From an optimization exercise on the open Yosys and OpenROAD flow, aimed at small area; shortcuts taken in it are not production practice. Power is estimated from default activity; no workload was simulated.

## job 5517
// breakthecode
module breakthecode(
    input clk,
    input reset,
    input confirm,
    input start,
    input [15:0] switches,
    output [3:0] A,
    output [3:0] B,
    output [7:0] AN,
    output [7:0] CN,
    output red,
    output blue,
    output green
    );
wire [16:0] digits;
wire timer_expires;
wire timer_enable;
wire reset_timer;
wire zero;
wire reset_b;
wire confirm_b;
wire start_b;
wire gameStart;
pulse_synchronizer isync_reset   (.clk(clk), .in(reset), .outb (reset_b));
pulse_synchronizer isync_confirm (.clk(clk), .in(confirm), .outb (confirm_b));
pulse_synchronizer isync_start   (.clk(clk), .in(start), .outb (start_b));
timer i_timer (
    .clk           (clk),
    .resetb        (reset_b),
    .enable        (timer_enable),
    .reset_timer   (reset_timer),
    .timer_expires (timer_expires),
    .zero          (zero),
    .digits        (digits)
);
gameLogic i_gameLogic (
     .clk           (clk),
     .resetb        (reset_b),
     .first         (zero),
     .start         (~start_b),
     .confirmSel    (~confirm_b),
     .switches      (switches),
     .timer_enable  (timer_enable),
     .timer_expires (timer_expires),
     .reset_timer   (reset_timer),
     .correctCode   (A),
     .correctLoc    (B),
     .gameStart     (gameStart)
);
eightSegmentLEDdriver i_LEDDriver (
  ...
export LEC_CHECK = 0
export CAP_MARGIN = 20
export CORE_MARGIN = 2
export CORE_UTILIZATION = 40
export SLEW_MARGIN = 20
create_clock -name core_clock -period 10.0 [get_ports {clk}]
standard.sh (not shown) runs the stock make flow with config.mk's settings and CLKGATE_MAP_FILE= SYNTH_SCRIPT=/design/flow/synth_recipe.tcl, a recipe that flattens the netlist after the stock synthesis.
==> flow/flow/run.sh <==
#!/bin/bash
# The standard layout (standard.sh) with three changes:
# - synthesis maps with flow/abc_speed.script, ORFS's own ABC script with
#   pin permutation and delay relaxation in &nf and without the buffering and
#   upsizing at its end (the design has several ns of slack);
# - ports get the smallest buffer, sky130_fd_sc_hd__buf_1;
# - the clock tree uses clkbuf_4 below a clkbuf_8 root, in clusters of at most 8 sinks, and no dummy loads.
set -euo pipefail
here=$(pwd)
cp -r "$FLOW_HOME/scripts" "$here/orfs_scripts"
cp "$here/flow/abc_speed.script" "$here/orfs_scripts/abc_speed.script"
SCRIPTS_DIR="$here/orfs_scripts" bash standard.sh synth > synth.log 2>&1
export BUFFER_PORTS_ARGS="-buffer_cell sky130_fd_sc_hd__buf_1"
export CTS_ARGS="-sink_clustering_enable -repair_clock_nets -root_buf sky130_fd_sc_hd__clkbuf_8 -buf_list sky130_fd_sc_hd__clkbuf_4 -dont_use_dummy_load -sink_clustering_size 8"
bash standard.sh > layout.log 2>&1
==> flow/flow/abc_speed.script <==
&get -n
&st
&dch
&nf -R 1000 -p
&st
&syn2
&if -g -K 6
&synch2
&nf -R 1000 -p
&st
&syn2
&if -g -K 6
&synch2
&nf -R 1000 -p
&st
&syn2
&if -g -K 6
&synch2
&nf -R 1000 -p
&st
&syn2
&if -g -K 6
&synch2
&nf -R 1000 -p
&st
&syn2
&if -g -K 6
&synch2
&nf -R 1000 -p
&put
topo
stime -c
dnsize -c
Job 5517 finished end to end and its layout was clean on timing, DRC and antenna.
#### Input delta (job 6403 over job 5517)
==> flow/flow/run.sh <==
#!/bin/bash
# The standard layout (standard.sh), with small port buffers, a clock tree of
# small buffers without dummy loads, and non-critical cells downsized after
# global routing.
set -euo pipefail
export BUFFER_PORTS_ARGS="-buffer_cell sky130_fd_sc_hd__buf_1"
export CTS_ARGS="-sink_clustering_enable -repair_clock_nets -buf_list sky130_fd_sc_hd__clkbuf_4 -dont_use_dummy_load"
export RECOVER_POWER=100
bash standard.sh > standard.log 2>&1
removed: flow/flow/abc_speed.script
## What came out
[flow] job 6403 | stages: complete | final checks: fail | reason: capacitance limit, slew limit. Job 6403 ended up with a higher average routed wire per standard cell than job 5517 did. Comparing job 6403 with job 5517, the cell count came out essentially unchanged. Of the two values seen for startpoint of the worst setup timing path, i_timer.ph[0]$_DFFE_PN1P_ was produced by job 6403 and i_LEDDriver.digit_cnt[0]$_DFF_PN0_ by job 5517. Looking at mapped cell area across both flows, job 6403 is the weaker of the two, with job 5517 ahead. When job 6403 is set beside job 5517, its synthesized cell count turns out to be 45 larger. Job 6403 leaves more setup margin than job 5517. | sequential cell area share | job 6403 vs job 5517 | ≈ equal |.
What job 3008 does differently from job 6403 at the input level:
==> flow/flow/run.sh <==
#!/bin/bash
# The standard layout (standard.sh) with three changes:
# - synthesis maps with flow/abc_speed.script, ORFS's own ABC script with
#   pin permutation and delay relaxation in &nf and without the buffering and
#   upsizing at its end (the design has several ns of slack);
# - ports get the smallest buffer, sky130_fd_sc_hd__buf_1;
# - the clock tree uses clkbuf_16, and no dummy loads.
set -euo pipefail
here=$(pwd)
cp -r "$FLOW_HOME/scripts" "$here/orfs_scripts"
cp "$here/flow/abc_speed.script" "$here/orfs_scripts/abc_speed.script"
SCRIPTS_DIR="$here/orfs_scripts" bash standard.sh synth > synth.log 2>&1
export BUFFER_PORTS_ARGS="-buffer_cell sky130_fd_sc_hd__buf_1"
export CTS_ARGS="-sink_clustering_enable -repair_clock_nets -buf_list sky130_fd_sc_hd__clkbuf_16 -dont_use_dummy_load"
bash standard.sh > layout.log 2>&1
==> flow/flow/abc_speed.script (new file) <==
&get -n
&st
&dch
&nf -R 1000 -p
&st
&syn2
&if -g -K 6
&synch2
&nf -R 1000 -p
&st
&syn2
&if -g -K 6
&synch2
&nf -R 1000 -p
&st
&syn2
&if -g -K 6
&synch2
&nf -R 1000 -p
&st
&syn2
&if -g -K 6
&synch2
&nf -R 1000 -p
&st
&syn2
&if -g -K 6
&synch2
&nf -R 1000 -p
&put
topo
stime -c
dnsize -c
==> summary.txt <==
For the number of buffers and inverters on the critical path, job 3008 came in 1 higher than job 6403 did.
Job 3008 finished every step from synthesis to the final layout, and the layout passed the timing, design-rule and antenna checks.
Comparing job 6403 and job 3008, the lower data arrival time of the critical path is on job 6403.
Job 6403 and job 3008 ended up with nearly the same largest stage delay on the critical path.
Power share of the combinational group (job 3008 over job 6403): decrease, 4.8 points
Job 3008 vs. job 6403: die area down 740 um2, area added between synthesis and finish up 9.5 points, first-pass GRT wire length down 160 um.
In job 3008, the net load switching power came out 2.7% above the value in job 6403.
Setup slack in job 3008 is smaller than in job 6403.
Job 3008 and job 6403 ended up with roughly the same synthesized-area fraction occupied by adder cells.
Against job 6403 as the reference, job 3008 delivers a higher power.
No run of this note included a check of the RTL's function; only the layout flow was run.

[static timing again, ports no longer ideal]
The results above use ideal ports. As a check the final layouts listed here were re-extracted and re-timed, cells and wires unchanged. Step 1 assumes that a clkbuf_16 drives the clock port and a buf_2 every other input. Step 2 moves the port delays by t, midway between the first and last clock arrival at a register: inputs arrive t later, outputs are due t later. That takes back most of the time a late clock gives input paths. Slacks: ideal ports / drivers / drivers and shift; pairs: ideal ports / drivers.
run	t, ns	setup slack, ns	hold slack, ns
job 5517	0.360	5.003 / 4.970 / 5.330	0.337 / 0.337 / 0.337
job 6403	0.418	5.281 / 5.249 / 5.667	0.355 / 0.355 / 0.355
job 3008	0.355	5.006 / 4.969 / 5.324	0.336 / 0.336 / 0.336
